Source: an optimization exercise on an open RTL-to-GDS flow (aim: small area and a short achievable clock period). Production flows keep margins and buffers that such runs may drop. In this exercise RTL edits were held to simulation tests only and were not proved equivalent to the original.

## try-harbor
Design FirSymmetry, start of the top module:
module FirSymmetry (
  input               io_input_valid,
  output              io_input_ready,
  input      [7:0]    io_input_payload,
  output              io_output_valid,
  input               io_output_ready,
  output     [21:0]   io_output_payload,
  input               clk,
  input               reset
);
Size in the first run: about 2100 cells after synthesis, ~36 I/O pins, roughly 49000 um2 of cells after synthesis.
Settings: LEC_CHECK=0, CAP_MARGIN=20, CORE_MARGIN=2, CORE_UTILIZATION=40, CTS_BUF_LIST=sky130_fd_sc_hd__clkbuf_16, CTS_CLUSTER_DIAMETER=120, CTS_CLUSTER_SIZE=22, SLEW_MARGIN=20, SYNTH_HIERARCHICAL=1; clock period 18.0 ns.
standard.sh (not shown) runs the stock make flow with config.mk's settings and CLKGATE_MAP_FILE= SYNTH_SCRIPT=/design/flow/synth_recipe.tcl, a recipe that flattens the netlist after the stock synthesis.
==> flow/flow/run.sh <==
#!/bin/bash
# Standard ORFS layout with three changes to how the control paths are laid out:
#  - every port buffer is a buf_2 (the resizer's default pick is a slow delay buffer),
#  - the five control pins (valid/ready/reset) are placed next to each other,
#  - before detailed placement, the shift-enable buffer tree under io_output_ready
#    is moved behind one extra buffer, so the port buffer only drives
#    io_input_ready's buffer, the io_output_valid gate and that tree buffer.
# Each step's full output is in standard.log (and ORFS's own logs under orfs/logs).
set -euo pipefail
HERE=$(pwd)
export BUFFER_PORTS_ARGS="-buffer_cell sky130_fd_sc_hd__buf_2"
export PRE_IO_PLACEMENT_TCL=$HERE/flow/io_pins.tcl
export PRE_DETAIL_PLACE_TCL=$HERE/flow/io_fix.tcl
bash standard.sh finish > standard.log 2>&1
Other scripts of this flow, unchanged in this note and not shown: flow/flow/io_fix.tcl, flow/flow/io_pins.tcl
try-harbor finished all stages; the layout is clean.
Inputs modified between try-harbor and try-sierra:
- removing CTS_CLUSTER_SIZE (formerly 22)
- removing CTS_BUF_LIST (formerly sky130_fd_sc_hd__clkbuf_16)
- removing CTS_CLUSTER_DIAMETER (formerly 120)
Notes after the runs:
try-sierra reached the end of the flow, and the finished layout is clean on the timing, DRC and antenna checks.
Between try-harbor and try-sierra, wire length is higher for try-sierra, try-harbor comes in under that.
try-harbor -> try-sierra: final estimated routing congestion in global placement delta 0, exact match
Compared with try-harbor, in try-sierra area of combinational cells with multiple inputs has remained practically unchanged, cell count has increased.
--- input diff try-sierra..try-garnet ---
- an added CTS_BUF_LIST of sky130_fd_sc_hd__clkbuf_16
- an added CTS_CLUSTER_DIAMETER of 150
- an added CTS_CLUSTER_SIZE of 26
[summary]
Of try-sierra and try-garnet, the run reporting the higher CTS clock-pin slew for the worst setup and hold paths was try-garnet.
Taking try-sierra as the reference, in try-garnet number of fill cells in the layout up 177; met2 routing resource usage after global routing flat; worst-case headroom to the max-slew limit down 0.96 points; total cell area at the placement stage flat; area added between synthesis and finish down 4.9 points.
Re cell area: try-sierra was higher than try-garnet.

* * *

FirSymmetry, a different RTL version from the one above (not shown whole).
For scale: ~2100 cells after synthesis, about 930 flip-flops, about 36 I/O pins, roughly 47000 µm² of cells after synthesis.
==> flow/design.v (excerpt) <==
module FirSymmetry (
  input               io_input_valid,
  output              io_input_ready,
  input      [7:0]    io_input_payload,
  output              io_output_valid,
  input               io_output_ready,
  output     [21:0]   io_output_payload,
  input               clk,
  input               reset
);
clock: 18.0 ns
lec_check: 0
cap_margin: 20
core_margin: 2
core_utilization: 40
cts_buf_list: sky130_fd_sc_hd__clkbuf_16
cts_cluster_diameter: 120
cts_cluster_size: 22
slew_margin: 20
synth_hierarchical: 1
==> flow/flow/io_pins.tcl <==
# keep the control pins together so the valid/ready paths stay short
set_io_pin_constraint -group -order -pin_names {io_input_valid reset io_output_valid io_input_ready io_output_ready}
Scripts as last shown in full above: flow/flow/run.sh
Other scripts of this flow, unchanged in this note and not shown: flow/flow/io_fix.tcl
The baseline finished with timing, DRC and antenna clean.
Change:
==> flow/flow/io_pins.tcl (replaced) <==
# keep the control pins together, in the middle of the left edge, so the
# valid/ready paths stay short and the shift-enable tree starts near the centre
set die [[ord::get_db_block] getDieArea]
set dbu [[ord::get_db_tech] getDbUnitsPerMicron]
set ymid [expr {([$die yMin] + [$die yMax]) / 2.0 / $dbu}]
set y0 [expr {int($ymid - 15)}]
set y1 [expr {int($ymid + 15)}]
set_io_pin_constraint -group -order -region left:$y0-$y1 \
  -pin_names {io_input_valid reset io_output_valid io_input_ready io_output_ready}
--- a/flow/config.mk
+++ b/flow/config.mk
@@ -10 +10 @@
-export CORE_UTILIZATION = 40
+export CORE_UTILIZATION = 55
@@ -13 +13 @@
-export CTS_CLUSTER_SIZE = 22
+export CTS_CLUSTER_SIZE = 25
Effect:
- The new run passed the timing, DRC and antenna checks
- clock skew came out higher by 0.010 ns
- routed wire length came out lower by 1.8%
- synthesized area stays the same
- worst hold slack gains 0.026 ns
- via count came out lower by 2.1%
- sequential share of layout area rises by 0.63 points
Change:
==> flow/flow/io_pins.tcl (replaced) <==
# keep the control pins together so the valid/ready paths stay short
set_io_pin_constraint -group -order -pin_names {io_input_valid reset io_output_valid io_input_ready io_output_ready}
--- a/flow/config.mk
+++ b/flow/config.mk
@@ -10,4 +10,4 @@
-export CORE_UTILIZATION = 55
-export CTS_BUF_LIST = sky130_fd_sc_hd__clkbuf_16
-export CTS_CLUSTER_DIAMETER = 120
-export CTS_CLUSTER_SIZE = 25
+export CORE_UTILIZATION = 40
+export CTS_BUF_LIST = sky130_fd_sc_hd__clkbuf_16 sky130_fd_sc_hd__clkbuf_8
+export CTS_CLUSTER_DIAMETER = 80
+export CTS_CLUSTER_SIZE = 30
Final area increases slightly.
Clock-buffer cell count went up by 5.
Via count grows by a few percent.
First-iteration DRC count came out higher by a quarter to a third.
Routed wire length went up by a few percent.
Global-route usage shrinks by 6.4 points.
Change:
--- a/flow/config.mk
+++ b/flow/config.mk
@@ -11,3 +11,3 @@
-export CTS_BUF_LIST = sky130_fd_sc_hd__clkbuf_16 sky130_fd_sc_hd__clkbuf_8
-export CTS_CLUSTER_DIAMETER = 80
-export CTS_CLUSTER_SIZE = 30
+export CTS_BUF_LIST = sky130_fd_sc_hd__clkbuf_16
+export CTS_CLUSTER_DIAMETER = 100
+export CTS_CLUSTER_SIZE = 25
Routed wire length is about the same.
Setup slack is better by 0.0044 ns.
Utilization went down by 0.27 points.
Worst hold slack is worse by 0.0033 ns.
Final cell count came out lower slightly.
Clock-buffer cell count goes down by 1.
Via count goes down slightly.
Sequential share of layout area grows by 0.34 points.

static timing again, ports no longer ideal:
The results above use ideal ports. As a check the final layouts listed here were re-extracted and re-timed, cells and wires unchanged.
Step 1 sets driving cells, clkbuf_16 on the clock port and buf_2 on the other inputs (assumed; they add their load-dependent delay and slew).
Step 2 also shifts input and output timing later by t, the mid clock arrival at the registers, as if the neighbouring blocks saw the same clock.
Three values: ideal ports, drivers, drivers and shift; two values: the first two.
| run | t (ns) | setup WS [ns] | worst hold slack (ns) | worst setup path after step 2 | worst register clock-pin slew, ns |
|---|---|---|---|---|---|
| try-harbor | 0.728 | 10.256 / 10.226 / 10.226 | 0.419 / 0.419 / 0.419 | input to output | 0.10 / 0.10 |
| try-sierra | 0.754 | 10.260 / 10.229 / 10.229 | 0.413 / 0.413 / 0.413 | input to output | 0.07 / 0.07 |
| try-garnet | 0.713 | 10.257 / 10.232 / 10.232 | 0.415 / 0.415 / 0.415 | input to output | 0.12 / 0.12 |
| the first run of note 2 | 0.714 | 10.268 / 10.242 / 10.242 | 0.390 / 0.390 / 0.390 | input to output | 0.10 / 0.10 |
| the second run of note 2 | 0.688 | 10.247 / 10.219 / 10.219 | 0.415 / 0.415 / 0.415 | input to output | 0.11 / 0.11 |
| the third run of note 2 | 0.724 | 10.266 / 10.240 / 10.240 | 0.402 / 0.402 / 0.402 | input to output | 0.12 / 0.12 |
| the fourth run of note 2 | 0.721 | 10.270 / 10.244 / 10.244 | 0.399 / 0.399 / 0.399 | input to output | 0.11 / 0.11 |
After both steps every run listed still meets setup and hold. The setup slack of try-sierra, which loses most, moves by -0.031 ns with the drivers and by -0.031 ns with both steps.
